This design comes from an exercise in tuning for small area and a short achievable clock period on the open sky130 flow, not from production work. The RTL was checked by simulation tests, not by an equivalence proof against the original design.

File: design.v
module coeff_selector #(
    parameter TAP_WIDTH      = 32,
    parameter FF_TAP_COUNT   = 4,
    parameter FB_TAP_COUNT   = 3,
    parameter NUM_LP_FILTERS   = 20
)
(
    input  logic [8:0]           filter_index,   
    output logic [FF_TAP_COUNT*TAP_WIDTH-1:0]   B_flat,        
    output logic [FB_TAP_COUNT*TAP_WIDTH-1:0]   A_flat         
);
    logic signed [TAP_WIDTH-1:0] mem [0:NUM_LP_FILTERS*2*FF_TAP_COUNT-1];
    initial begin
        mem[0*8+0*4+0] = 2;
        mem[0*8+0*4+1] = 6;
        mem[0*8+0*4+2] = 6;
        mem[0*8+0*4+3] = 2;
        mem[0*8+1*4+0] = -22432;
        mem[0*8+1*4+1] = 20560;
        mem[0*8+1*4+2] = -6303;
        mem[0*8+1*4+3] = 0;
        mem[1*8+0*4+0] = 14;
        mem[1*8+0*4+1] = 43;
        mem[1*8+0*4+2] = 43;
        mem[1*8+0*4+3] = 14;
        mem[1*8+1*4+0] = -20298;
        mem[1*8+1*4+1] = 17066;
        mem[1*8+1*4+2] = -4845;
        mem[1*8+1*4+3] = 0;
        mem[2*8+0*4+0] = 43;
        mem[2*8+0*4+1] = 130;
        mem[2*8+0*4+2] = 130;
        mem[2*8+0*4+3] = 43;
        mem[2*8+1*4+0] = -18179;
        mem[2*8+1*4+1] = 14050;
        mem[2*8+1*4+2] = -3715;
        mem[2*8+1*4+3] = 0;
        mem[3*8+0*4+0] = 92;
        mem[3*8+0*4+1] = 278;
        mem[3*8+0*4+2] = 278;
        mem[3*8+0*4+3] = 92;
        mem[3*8+1*4+0] = -16080;
        mem[3*8+1*4+1] = 11468;
        mem[3*8+1*4+2] = -2837;
        mem[3*8+1*4+3] = 0;
        mem[4*8+0*4+0] = 164;
        mem[4*8+0*4+1] = 493;
        mem[4*8+0*4+2] = 493;
        mem[4*8+0*4+3] = 164;
        mem[4*8+1*4+0] = -14004;
        mem[4*8+1*4+1] = 9282;
        mem[4*8+1*4+2] = -2154;
        mem[4*8+1*4+3] = 0;
        mem[5*8+0*4+0] = 259;
        mem[5*8+0*4+1] = 778;
        mem[5*8+0*4+2] = 778;
        mem[5*8+0*4+3] = 259;
        mem[5*8+1*4+0] = -11952;
        mem[5*8+1*4+1] = 7457;
        mem[5*8+1*4+2] = -1620;
        mem[5*8+1*4+3] = 0;
        mem[6*8+0*4+0] = 378;
        mem[6*8+0*4+1] = 1136;
        mem[6*8+0*4+2] = 1136;
        mem[6*8+0*4+3] = 378;
        mem[6*8+1*4+0] = -9922;
        mem[6*8+1*4+1] = 5962;
        mem[6*8+1*4+2] = -1201;
        mem[6*8+1*4+3] = 0;
        mem[7*8+0*4+0] = 523;
        mem[7*8+0*4+1] = 1569;
        mem[7*8+0*4+2] = 1569;
        mem[7*8+0*4+3] = 523;
        mem[7*8+1*4+0] = -7911;
        mem[7*8+1*4+1] = 4773;
        mem[7*8+1*4+2] = -868;
        mem[7*8+1*4+3] = 0;
        mem[8*8+0*4+0] = 692;
        mem[8*8+0*4+1] = 2078;
        mem[8*8+0*4+2] = 2078;
        mem[8*8+0*4+3] = 692;
        mem[8*8+1*4+0] = -5918;
        mem[8*8+1*4+1] = 3868;
        mem[8*8+1*4+2] = -599;
        mem[8*8+1*4+3] = 0;
        mem[9*8+0*4+0] = 888;
        mem[9*8+0*4+1] = 2666;
        mem[9*8+0*4+2] = 2666;
        mem[9*8+0*4+3] = 888;
        mem[9*8+1*4+0] = -3937;
        mem[9*8+1*4+1] = 3232;
        mem[9*8+1*4+2] = -376;
        mem[9*8+1*4+3] = 0;
        mem[10*8+0*4+0] = 1112;
        mem[10*8+0*4+1] = 3337;
        mem[10*8+0*4+2] = 3337;
        mem[10*8+0*4+3] = 1112;
        mem[10*8+1*4+0] = -1966;
        mem[10*8+1*4+1] = 2855;
        mem[10*8+1*4+2] = -181;
        mem[10*8+1*4+3] = 0;
        mem[11*8+0*4+0] = 1365;
        mem[11*8+0*4+1] = 4095;
        mem[11*8+0*4+2] = 4095;
        mem[11*8+0*4+3] = 1365;
        mem[11*8+1*4+0] = -0;
        mem[11*8+1*4+1] = 2730;
        mem[11*8+1*4+2] = -0;
        mem[11*8+1*4+3] = 0;
        mem[12*8+0*4+0] = 1649;
        mem[12*8+0*4+1] = 4948;
        mem[12*8+0*4+2] = 4948;
        mem[12*8+0*4+3] = 1649;
        mem[12*8+1*4+0] = 1966;
        mem[12*8+1*4+1] = 2855;
        mem[12*8+1*4+2] = 181;
        mem[12*8+1*4+3] = 0;
        mem[13*8+0*4+0] = 1967;
        mem[13*8+0*4+1] = 5901;
        mem[13*8+0*4+2] = 5901;
        mem[13*8+0*4+3] = 1967;
        mem[13*8+1*4+0] = 3937;
        mem[13*8+1*4+1] = 3232;
        mem[13*8+1*4+2] = 376;
        mem[13*8+1*4+3] = 0;
        mem[14*8+0*4+0] = 2322;
        mem[14*8+0*4+1] = 6966;
        mem[14*8+0*4+2] = 6966;
        mem[14*8+0*4+3] = 2322;
        mem[14*8+1*4+0] = 5918;
        mem[14*8+1*4+1] = 3868;
        mem[14*8+1*4+2] = 599;
        mem[14*8+1*4+3] = 0;
        mem[15*8+0*4+0] = 2718;
        mem[15*8+0*4+1] = 8154;
        mem[15*8+0*4+2] = 8154;
        mem[15*8+0*4+3] = 2718;
        mem[15*8+1*4+0] = 7911;
        mem[15*8+1*4+1] = 4773;
        mem[15*8+1*4+2] = 868;
        mem[15*8+1*4+3] = 0;
        mem[16*8+0*4+0] = 3159;
        mem[16*8+0*4+1] = 9479;
        mem[16*8+0*4+2] = 9479;
        mem[16*8+0*4+3] = 3159;
        mem[16*8+1*4+0] = 9922;
        mem[16*8+1*4+1] = 5962;
        mem[16*8+1*4+2] = 1201;
        mem[16*8+1*4+3] = 0;
        mem[17*8+0*4+0] = 3652;
        mem[17*8+0*4+1] = 10958;
        mem[17*8+0*4+2] = 10958;
        mem[17*8+0*4+3] = 3652;
        mem[17*8+1*4+0] = 11952;
        mem[17*8+1*4+1] = 7457;
        mem[17*8+1*4+2] = 1620;
        mem[17*8+1*4+3] = 0;
        mem[18*8+0*4+0] = 4204;
        mem[18*8+0*4+1] = 12612;
        mem[18*8+0*4+2] = 12612;
        mem[18*8+0*4+3] = 4204;
        mem[18*8+1*4+0] = 14004;
        mem[18*8+1*4+1] = 9282;
        mem[18*8+1*4+2] = 2154;
        mem[18*8+1*4+3] = 0;
        mem[19*8+0*4+0] = 4822;
        mem[19*8+0*4+1] = 14467;
        mem[19*8+0*4+2] = 14467;
        mem[19*8+0*4+3] = 4822;
        mem[19*8+1*4+0] = 16080;
        mem[19*8+1*4+1] = 11468;
        mem[19*8+1*4+2] = 2837;
        mem[19*8+1*4+3] = 0;
    end
    always_comb begin
        B_flat = '0;
        A_flat = '0;
        if (filter_index < NUM_LP_FILTERS) begin
            B_flat[0*TAP_WIDTH +: TAP_WIDTH] = mem[filter_index*8+0*4+0];
            B_flat[1*TAP_WIDTH +: TAP_WIDTH] = mem[filter_index*8+0*4+1];
            B_flat[2*TAP_WIDTH +: TAP_WIDTH] = mem[filter_index*8+0*4+2];
            B_flat[3*TAP_WIDTH +: TAP_WIDTH] = mem[filter_index*8+0*4+3];
            A_flat[0*TAP_WIDTH +: TAP_WIDTH] = mem[filter_index*8+1*4+0];
            A_flat[1*TAP_WIDTH +: TAP_WIDTH] = mem[filter_index*8+1*4+1];
            A_flat[2*TAP_WIDTH +: TAP_WIDTH] = mem[filter_index*8+1*4+2];
        end
    end
endmodule
module iir_filter 
#(
    parameter DATA_IN_WIDTH  = 16,
    parameter DATA_OUT_WIDTH = 32,
    parameter TAP_WIDTH      = 16,
    parameter FF_TAP_COUNT   = 4,
    parameter FB_TAP_COUNT   = 3
)
(
    input  wire                               clk,
    input  wire                               reset_n,
    input  wire   signed [DATA_IN_WIDTH-1:0]  data_in,
    output wire    signed [DATA_OUT_WIDTH-1:0] data_out,
    input  wire   [FF_TAP_COUNT*TAP_WIDTH-1:0] B_flat,
    input  wire   [FB_TAP_COUNT*TAP_WIDTH-1:0] A_flat
);
    reg signed [DATA_IN_WIDTH-1:0] x_delay [0:FF_TAP_COUNT-2];
    reg signed [DATA_OUT_WIDTH-1:0] y_delay [0:FF_TAP_COUNT-2];
    wire signed [DATA_OUT_WIDTH-1:0] w_product_a [0:FB_TAP_COUNT-1];
    wire signed [DATA_OUT_WIDTH-1:0] w_product_b [0:FF_TAP_COUNT-1];
    integer i, j;
    wire signed [DATA_OUT_WIDTH-1:0] sum;
    reg signed [DATA_IN_WIDTH-1:0] r_x;
    reg signed [DATA_OUT_WIDTH-1:0] data_out_reg;
    wire signed [TAP_WIDTH-1:0] B [0:FF_TAP_COUNT-1] ;
    wire signed [TAP_WIDTH-1:0] A [0:FB_TAP_COUNT-1] ;
    generate
        genvar k;
        for (k = 0; k < FF_TAP_COUNT; k = k + 1) begin : b_unpack
            assign B[k] = B_flat[k*TAP_WIDTH +: TAP_WIDTH];
        end
        for (k = 0; k < FB_TAP_COUNT; k = k + 1) begin : a_unpack
            assign A[k] = A_flat[k*TAP_WIDTH +: TAP_WIDTH];
        end
    endgenerate
    always @(posedge clk or negedge reset_n) begin
        if (!reset_n) begin
            for (i = 0; i < FF_TAP_COUNT-1; i = i + 1)
                x_delay[i] <= 0;
            for (j = 0; j < FF_TAP_COUNT-1; j = j + 1)
                y_delay[j] <= 0;
            r_x <= 0;
            data_out_reg <= 0;
        end else begin
            r_x <= data_in;
            for (i = 1; i < FF_TAP_COUNT-1; i = i + 1)
                x_delay[i] <= x_delay[i-1];
            x_delay[0] <= r_x;
            for (j = 1; j < FF_TAP_COUNT-1; j = j + 1)
                y_delay[j] <= y_delay[j-1];
            y_delay[0] <= sum >>> TAP_WIDTH-3;
            data_out_reg <= sum >>> TAP_WIDTH-3;
        end
    end
    generate
		 genvar o;
		 for (o = 0; o < FB_TAP_COUNT; o = o + 1) begin : a_loop
		 assign w_product_a[o] = (-(A[o]) * y_delay[o]);
		 end
    endgenerate
    generate
		 genvar c;
		 for (c = 1; c < FF_TAP_COUNT; c = c + 1) begin : b_loop
		 assign w_product_b[c] = B[c] * x_delay[c-1];
		 end
    endgenerate
    assign w_product_b[0] = B[0] * r_x;
    wire signed [DATA_OUT_WIDTH-1:0] sum_a = w_product_a[0]+w_product_a[1]+w_product_a[2];
    wire signed [DATA_OUT_WIDTH-1:0] sum_b = w_product_b[0]+w_product_b[1]+w_product_b[2]+w_product_b[3];
    assign sum = sum_a + sum_b;
    assign data_out = data_out_reg;
endmodule
module iir_variable_filter
#(
    parameter DATA_IN_WIDTH  = 16,
    parameter DATA_OUT_WIDTH = 32,
    parameter TAP_WIDTH      = 16,
    parameter FF_TAP_COUNT   = 4,
    parameter FB_TAP_COUNT   = 3,
    parameter NUM_LP_FILTERS = 20
)
(
    input  wire                               clk,
    input  wire                               reset_n,
    input  wire        [8:0]                  filter_index,
    input  wire signed [DATA_IN_WIDTH-1:0]    data_in,
    output wire signed [DATA_OUT_WIDTH-1:0]   data_out
);
    wire [FF_TAP_COUNT*TAP_WIDTH-1:0] B_flat;
    wire [FB_TAP_COUNT*TAP_WIDTH-1:0] A_flat;
    coeff_selector #(
        .TAP_WIDTH(TAP_WIDTH),
        .FF_TAP_COUNT(FF_TAP_COUNT),
        .FB_TAP_COUNT(FB_TAP_COUNT),
        .NUM_LP_FILTERS(NUM_LP_FILTERS)
    ) coeff_sel (
        .filter_index(filter_index),
        .B_flat(B_flat),
        .A_flat(A_flat)
    );
    iir_filter #(
        .DATA_IN_WIDTH(DATA_IN_WIDTH),
        .DATA_OUT_WIDTH(DATA_OUT_WIDTH),
        .TAP_WIDTH(TAP_WIDTH),
        .FF_TAP_COUNT(FF_TAP_COUNT),
        .FB_TAP_COUNT(FB_TAP_COUNT)
    ) IIR (
        .clk(clk),
        .reset_n(reset_n),
        .data_in(data_in),
        .data_out(data_out),
        .B_flat(B_flat),
        .A_flat(A_flat)
    );
endmodule
File: run.sh
#!/bin/bash
# synth_recipe.tcl (not shown) runs the flow's synth.tcl, then flattens the netlist and writes it again
# the make line also repeats each setting of config.mk as NAME=value (left out here)
make -C /OpenROAD-flow-scripts/flow DESIGN_CONFIG=/design/flow/config.mk WORK_HOME=/design/flow/orfs CLKGATE_MAP_FILE= SYNTH_SCRIPT=/design/flow/synth_recipe.tcl finish
File: config.mk
export PLATFORM = sky130hd
export DESIGN_NAME = iir_variable_filter
export DESIGN_NICKNAME = iir_variable_filter
export VERILOG_FILES = /design/flow/design.v
export SDC_FILE = /design/flow/constraint.sdc
export NUM_CORES = 4
export LEC_CHECK = 0
export CAP_MARGIN = 20
export CORE_MARGIN = 2
export CORE_UTILIZATION = 40
export SLEW_MARGIN = 20
File: constraint.sdc
create_clock -name core_clock -period 15.0 [get_ports {clk}]
set_input_delay 3.0000 -clock core_clock [delete_from_list [all_inputs] [get_ports {clk}]]
set_output_delay 3.0000 -clock core_clock [all_outputs]
set_load 0.01 [all_outputs]
==> results.py <==
metrics = {
    "die": {
        "die_w_um": 437,
        "die_h_um": 437,
        "die-area_um2": 191000,
        "rows": 158,
        "initial_core_util_pct": 40.3,
        "io_pins": 59,
        "design.core.area_um2": 186000,
    },
    "placement": {
        "gp_congestion": 0.996,
        "portBuffers": 58,
        "post-place-cells": 10600,
        "hpwl_um": 205000,
    },
    "clock_network": {
        "htreeDepth": 4,
        "numCtsBuffers": 17,
        "ctsHoldBuffers": 0,
        "cts_tree": "built",
        "clkTransAtPathRegs_ns": 0.07,
        "clock_latency_ns": 0.55,
        "clkSinkCount": 121,
        "clock_path_buffers": 2,
        "cts_root_buf": "clkbuf_16",
    },
    "setup_path": {
        "path_max_fanout": 20,
        "end_kind": "flip-flop",
        "cp-start-kind": "input pin",
        "criticalPathCategory": "input pin to flip-flop",
        "slowest_stage": "or4_1",
        "cp_common_cell": "fa_1",
        "reg2reg_depth": 31,
        "worst-endpoint-required_ns": 15.42,
        "worstPathArrival_ns": 14.98,
        "cpPeakStageDelay_ns": 0.73,
    },
    "timing": {
        "worst_slew_pin_slew_ns": 1.20,
        "post-route-period-util_pct": 97.1,
        "hold_viol": 0,
        "max_freq_mhz": 68.7,
        "relSlewSlack_pct": 20.0,
        "setup_violations": 0,
        "fin_skew_ns": 0.0232,
        "period_minus_slack_ns": 14.57,
        "slew_viol_final": 0,
        "rsz0062_at_grt": "no",
    },
    "hold_path": {
        "hp-class": "flip-flop to flip-flop",
        "holdPathStages": 0,
    },
    "global_routing": {
        "busiest_layer": "met2",
        "grt_util_met1_pct": 34.5,
        "use_met2_pct": 43.4,
        "globalRouteOverflowTotal": 0,
        "grt_pass1_vias": 60000,
        "grt_usage_pct": 26.4,
        "met3_usage_pct": 4.30,
        "grt_first_pass_wirelength_um": 375000,
        "antenna_found_initial": 8,
        "grt_max_degree": 52,
    },
    "finish": {
        "final_cells": 10600,
        "area_growth_pct": 8.64,
        "nets": 10700,
        "fill_cells": 18000,
        "final_layout_size_suffix_gt1_share_pct": 6.28,
        "fin_util_pct": 43.8,
    },
    "synth": {
        "syn_nets": 10700,
        "yosys.area.top_type": "fa_1",
        "ys_warn_count": 4,
        "synth_edf_count": 0,
        "seq_area_frac_synth_pct": 4.04,
        "synth_top_area_share_pct": 53.6,
        "synth_seq_cells": 121,
        "async_flop_share_pct": 100,
        "synth.avg_cell_area_um2": 9.31,
        "synth_cell_types": 90,
        "ys.flop_type": "dfrtp_1",
        "synth_cells": 8047,
        "synth_area_leaders": "fa_1 54%, inv_1 12%, ha_1 9.7%, and2_1 6.5%, nand2_1 5.5%",
        "syn_area_um2": 74900,
    },
    "run_status": {
        "status": "finished clean",
    },
    "routing": {
        "vias": 53100,
        "drt_wl_total_um": 242000,
        "vias_per_cell": 5.00,
        "drtAntennaViolNets": 0,
        "drt_pass1_iterations": 6,
        "drt_iter0_markers": 3565,
        "wl_per_cell_um": 22.7,
        "drc_errors": 0,
    },
    "flow_run": {
        "cap_violations": 0,
    },
}
## area by class of cell
cell class,count,area (um2),area share [%]
clock inverter,12,104,0.128
inverter,2316,8690,10.7
clock buffer,19,433,0.532
multi-input combinational,5221,61800,76.0
sequential,121,3030,3.73
tap,2480,3100,3.81
antenna,3,7.51,0.00923
timing repair buffer,448,4150,5.10
## cell usage after synthesis, drive strengths merged, types with 5 or more instances
cell type and n:
o21ai 45, o221ai 5, xnor2 125, mux2i 7, nor2b 59, nand3 14, nand2b 93, nor2 108
fa 2006, a21boi 5, a21o 6, o211a 5, clkbuf 353, nor3 16, xor2 29, o31a 7
a211oi 11, o21a 11, or2 10, ha 580, and3 28, or3 5, o211ai 9, nand2 1107
a21oi 57, dfrtp 121, and2 779, inv 2312, buf 36, o22ai 7, o31ai 7, a31oi 10
mux2 5
## path summary, 6_finish.rpt
path,startpoint,endpoint,slack [ns]
worst max-delay path,filter_index[5],IIR.y_delay[0][18]$_DFF_PN0_,0.43
worst min-delay path,IIR.y_delay[0][13]$_DFF_PN0_,IIR.y_delay[1][13]$_DFF_PN0_,0.36
worst max register to register,IIR.y_delay[2][2]$_DFF_PN0_,IIR.y_delay[0][18]$_DFF_PN0_,5.06
worst min register to register,IIR.y_delay[0][13]$_DFF_PN0_,IIR.y_delay[1][13]$_DFF_PN0_,0.36
max in group asynchronous,reset_n,IIR.x_delay[0][6]$_DFF_PN0_,11.34
min in group asynchronous,reset_n,IIR.y_delay[0][18]$_DFF_PN0_,2.49
## cells in the final DEF, fill, tap and decap left out, drive strengths merged, types with 19 or more instances in the layout
cell           instances
a21oi                 57
and2                 779
and3                  28
buf                  394
clkbuf                19
clkdlybuf4s50         54
dfrtp                121
fa                  2006
ha                   580
inv                 2313
nand2               1107
nand2b                93
nor2                 108
nor2b                 59
o21ai                 45
xnor2                125
xor2                  29
## kinds of logic after synthesis
logic type	count (synthesis)	share of synthesized area (%)
xor+xnor	158	1.93
flops	121	4.04
fa+ha+maj	2587	63.3
simple gates	2242	14.7
mux	13	0.199
compound gates	221	2.04
buf+inv	2705	13.7
## critical path, delay by kind of cell
family	cells	cell delay, ns
AO/OA/AOI/OAI	3	0.75
adder cells (fa/ha/maj)	11	5.59
AND/OR/NAND/NOR	3	1.24
XOR/XNOR	10	2.48
buffers and inverters	12	1.89
## sequential cells by signal (all words and copies together) (netlist names)
name	cells
IIR.r_x	16
IIR.x_delay	48
IIR.y_delay	57
## routing by layer
| layer | wire, um | vias up |
|---|---|---|
| li1 | - | 22700 |
| met1 | 98200 | 28300 |
| met2 | 115000 | 1672 |
| met3 | 15300 | 440 |
| met4 | 12700 | 4 |
| met5 | 25 | - |
## repair_timing
action	4_1_cts	5_1_grt
resized for setup	0	22
endpoints found under the setup margin	0	6
buffers inserted	0	3
## stage by stage
step                      hold WS (ns)  cell area (um2)  setup slack, ns  TNS [ns]
final                            0.364            81400            0.435         0
after global placement           0.357            80700           -0.254    -0.294
after global routing             0.369            81400           0.0423         0
after floorplan                  0.352            74900            0.421         0
after detailed placement         0.370            80700           -0.262    -0.325
after CTS                        0.366            81300            0.251         0

separate check: timing with driven ports:
The results above use ideal ports. As a check the final layout listed here was re-extracted and re-timed, cells and wires unchanged. Step 1 assumes that a clkbuf_16 drives the clock port and a buf_2 every other input. Step 2 adds t to the input delays and takes it off the output delays; t is the mean of the earliest and latest rising clock arrival at the registers after step 1. Input paths then give back, and output paths get back, about the clock's delay inside the block. a / b / c = ideal ports / drivers / drivers and shift; a / b = the first two.
t, ns: 0.623
slack for setup (ns): 0.435 / 0.501 / -0.122
hold slack, ns: 0.364 / 0.364 / 0.364
worst setup path after step 2: input to register
worst slew at a driven data input, ns: 0.05
With both steps, setup timing fails in this run, where it was met with ideal ports. For this run, drivers alone change the setup slack by +0.066 ns; drivers and shift together by -0.557 ns.
